Source: an optimization exercise on an open RTL-to-GDS flow (aim: small area). Production flows keep margins and buffers that such runs may drop.
Only simulation tests tie the RTL to the original design; equivalence was not proved.
Power and IR drop assume default switching activity.

the baseline:
// MazeRunner
module MazeRunner(
  input clk, RST_n,						 
  output INRT_SS_n,INRT_SCLK,INRT_MOSI,	 
  input INRT_MISO,						 
  input INRT_INT,						 
  output A2D_SS_n,A2D_SCLK,A2D_MOSI,	 
  input A2D_MISO,						 
  output lftPWM1,lftPWM2,				 
  output rghtPWM1,rghtPWM2,				 
  input RX,								 
  input hall_n,							 
  output TX,							 
  output piezo,piezo_n,					 
  output IR_lft_en,						 
  output IR_cntr_en,					 
  output IR_rght_en,					 
  output [7:0] LED
);
  localparam FAST_SIM = 1;
  localparam NOM_IR = 12'h900;			 
  wire rst_n;							 
  wire strt_cal;						 
  wire cal_done;						 
  wire signed [11:0] lft_spd, rght_spd;	 
  wire signed [11:0] actl_hdng;			 
  wire signed [11:0] dsrd_hdng_cmd;		 
  wire signed [11:0] dsrd_hdng_slv;		 
  wire signed [11:0] dsrd_hdng;			 
  wire signed [11:0] dsrd_hdng_adj;		 
  wire strt_hdng_cmd,strt_hdng_slv;		 
  wire strt_mv_cmd,strt_mv_slv;			 
  wire strt_mv,strt_hdng;				 
  wire stp_lft_cmd,stp_rght_cmd;		 
  wire stp_lft_slv,stp_rght_slv;		 
  wire stp_lft,stp_rght;				 
  wire [11:0] lft_IR,rght_IR;
  wire [11:0] lft_IR_prev1,rght_IR_prev1;	 
  wire capture_lft,capture_rght;			 
  wire [8:0] IR_Dtrm; 					 
  wire [11:0] vbatt;					 
  wire lft_opn,rght_opn,frwrd_opn;		 
  wire hdng_rdy;						 
  wire moving;							 
  wire en_fusion;						 
  wire at_hdng;							 
  wire send_resp;						 
  wire mv_cmplt;						 
  wire sol_cmplt;						 
  wire [10:0] frwrd_spd;				 
  wire [15:0] cmd;						 
  wire cmd_rdy;							 
  wire clr_cmd_rdy;						 
  wire batt_low;
  wire cmd_md;							 
  wire [15:0] tmr;						 
  ...
For scale: roughly 43,000 sq um of cells after synthesis.
Settings: LEC_CHECK=0, ABC_AREA=1, CAP_MARGIN=20, CORE_MARGIN=2, CORE_UTILIZATION=70, CTS_BUF_LIST=sky130_fd_sc_hd__clkbuf_16, CTS_CLUSTER_DIAMETER=80, CTS_CLUSTER_SIZE=32, SLEW_MARGIN=20; clock period 20.0 ns.
run.sh (not shown) runs the stock make flow with config.mk's settings and CLKGATE_MAP_FILE= SYNTH_SCRIPT=/design/flow/synth_recipe.tcl, a recipe that flattens the netlist after the stock synthesis.
#### Input delta (the candidate over the baseline)
Settings: CTS_CLUSTER_SIZE now 24, was 32; CTS_CLUSTER_DIAMETER now 100, was 80; CORE_UTILIZATION now 60, was 70.
## What came out
The final layout from the candidate, which completed every stage, passed the timing, DRC and antenna checks at the end of the flow.
Compared with the baseline, the candidate shows a lower clock power.
The candidate vs. the baseline: pre-CTS setup slack has decreased; via count has decreased; number of levels the H-tree was split into has remained practically unchanged; core utilization has decreased.

* * *

MazeRunner, a different RTL version from the one above (not shown whole).
Size in the first run: about 5,000 cells after synthesis, about 600 flip-flops, roughly 31 I/O pins, about 0.042 mm^2 of cells after synthesis.
==> flow/config.mk <==
export PLATFORM = sky130hd
export DESIGN_NAME = MazeRunner
export DESIGN_NICKNAME = MazeRunner
export VERILOG_FILES = /design/flow/design.v
export SDC_FILE = /design/flow/constraint.sdc
export NUM_CORES = 4
export LEC_CHECK = 0
export ABC_AREA = 1
export CAP_MARGIN = 20
export CORE_MARGIN = 2
export CORE_UTILIZATION = 60
export CTS_BUF_LIST = sky130_fd_sc_hd__clkbuf_8
export CTS_CLUSTER_DIAMETER = 80
export CTS_CLUSTER_SIZE = 16
export SLEW_MARGIN = 20
==> flow/constraint.sdc <==
create_clock -name core_clock -period 20.0 [get_ports {clk}]
set_input_delay 4.0000 -clock core_clock [delete_from_list [all_inputs] [get_ports {clk}]]
set_output_delay 4.0000 -clock core_clock [all_outputs]
set_load 0.01 [all_outputs]
standard.sh (not shown) runs the stock make flow with config.mk's settings and CLKGATE_MAP_FILE= SYNTH_SCRIPT=/design/flow/synth_recipe.tcl, a recipe that flattens the netlist after the stock synthesis.
==> flow/flow/run.sh <==
#!/bin/bash
# The standard layout (the standard.sh: standard synthesis, ORFS floorplan to finish),
# with clock tree synthesis told not to add dummy loads for balancing.
set -euo pipefail
export CTS_ARGS="-sink_clustering_enable -repair_clock_nets -sink_clustering_size 20 -sink_clustering_max_diameter 70 -buf_list sky130_fd_sc_hd__clkbuf_8 -dont_use_dummy_load"
bash standard.sh > standard.log 2>&1
The first run completed with no timing, DRC or antenna violations.
Rerun with:
==> flow/flow/run.sh (replaced) <==
#!/bin/bash
# The standard layout (the standard.sh: standard synthesis, ORFS floorplan to finish),
# with clock tree synthesis told not to add dummy loads for balancing.
set -euo pipefail
export CTS_ARGS="-sink_clustering_enable -repair_clock_nets -sink_clustering_size 28 -sink_clustering_max_diameter 90 -buf_list sky130_fd_sc_hd__clkbuf_16 -dont_use_dummy_load"
bash standard.sh > standard.log 2>&1
Effect: The changed run produced a clean layout. Worst setup slack got worse by 0.091 ns. Flip-flop and latch count does not change. Cell area went up by 0.55%. Sequential power hardly moves. Total power came out higher by 6.0%. Die area does not change.
Rerun with:
==> flow/flow/run.sh (replaced) <==
#!/bin/bash
# The standard layout (the standard.sh: standard synthesis, ORFS floorplan to finish),
# with clock tree synthesis told not to add dummy loads for balancing, and a power/area
# recovery pass (downsizing on paths with slack) after the placement resizer.
set -euo pipefail
export CTS_ARGS="-sink_clustering_enable -repair_clock_nets -sink_clustering_size 16 -sink_clustering_max_diameter 80 -buf_list sky130_fd_sc_hd__clkbuf_8 -dont_use_dummy_load"
export POST_RESIZE_TCL="$(pwd)/flow/recover.tcl"
bash standard.sh > standard.log 2>&1
==> flow/flow/recover.tcl (new file) <==
# After the placement resizer: downsize cells on paths with slack (area/power recovery).
estimate_parasitics -placement
repair_timing -recover_power 100 -verbose
The new run ran to the end with no violations.
Worst hold slack is better by 0.0048 ns.
Global-route usage rose by 0.12 points.
Synthesized area is unchanged.
Clock power fell by 15%.
Critical path depth rose by 1.
Rerun with:
==> flow/run.sh (new file) <==
#!/bin/bash
# synth_recipe.tcl (not shown) runs the flow's synth.tcl, then flattens the netlist and writes it again
# the make line also repeats each setting of config.mk as NAME=value (left out here)
make -C /OpenROAD-flow-scripts/flow DESIGN_CONFIG=/design/flow/config.mk WORK_HOME=/design/flow/orfs CLKGATE_MAP_FILE= SYNTH_SCRIPT=/design/flow/synth_recipe.tcl finish
removed: flow/flow/run.sh
removed: flow/flow/recover.tcl
removed: flow/standard.sh
Sequential power stays flat.
Wire length decreases by 0.34%.
Cell count increases by 0.54%.
Clock power increases by 13%.
Non-clock buffer count decreases by 5.
Total power increases by 3.9%.
Synthesized area is unchanged.
Final area increases by 0.52%.
Combinational power decreases by about 1%.
Global-route usage is about the same.

-- what the ideal ports hide --
No port has a modelled driver above. Below, the same layouts with a new extraction and two added sets of constraints.
Step 1 sets driving cells, clkbuf_16 on the clock port and buf_2 on the other inputs (assumed; they add their load-dependent delay and slew).
Step 2 adds t to the input delays and takes it off the output delays; t is the mean of the earliest and latest rising clock arrival at the registers after step 1. Input paths then give back, and output paths get back, about the clock's delay inside the block.
Slacks: ideal / step 1 / step 2; pairs: ideal / step 1.
| run | t (ns) | slack for setup (ns) | worst hold slack (ns) | worst register clock-pin slew, ns |
|---|---|---|---|---|
| the baseline | 0.663 | 8.054 / 8.030 / 7.367 | 0.334 / 0.334 / 0.334 | 0.12 / 0.12 |
| the candidate | 0.655 | 7.899 / 7.875 / 7.221 | 0.335 / 0.335 / 0.335 | 0.10 / 0.10 |
| the first run of note 2 | 0.701 | 9.103 / 9.135 / 8.434 | 0.236 / 0.236 / 0.236 | 0.12 / 0.12 |
| the second run of note 2 | 0.628 | 9.012 / 9.049 / 8.421 | 0.235 / 0.235 / 0.235 | 0.11 / 0.11 |
| the third run of note 2 | 0.705 | 8.554 / 8.589 / 7.884 | 0.239 / 0.239 / 0.239 | 0.11 / 0.11 |
| the fourth run of note 2 | 0.739 | 9.123 / 9.156 / 8.417 | 0.235 / 0.235 / 0.235 | 0.12 / 0.12 |
After both steps every run listed still meets setup and hold. For the fourth run of note 2, which loses most, drivers alone change the setup slack by +0.033 ns; drivers and shift together by -0.706 ns.
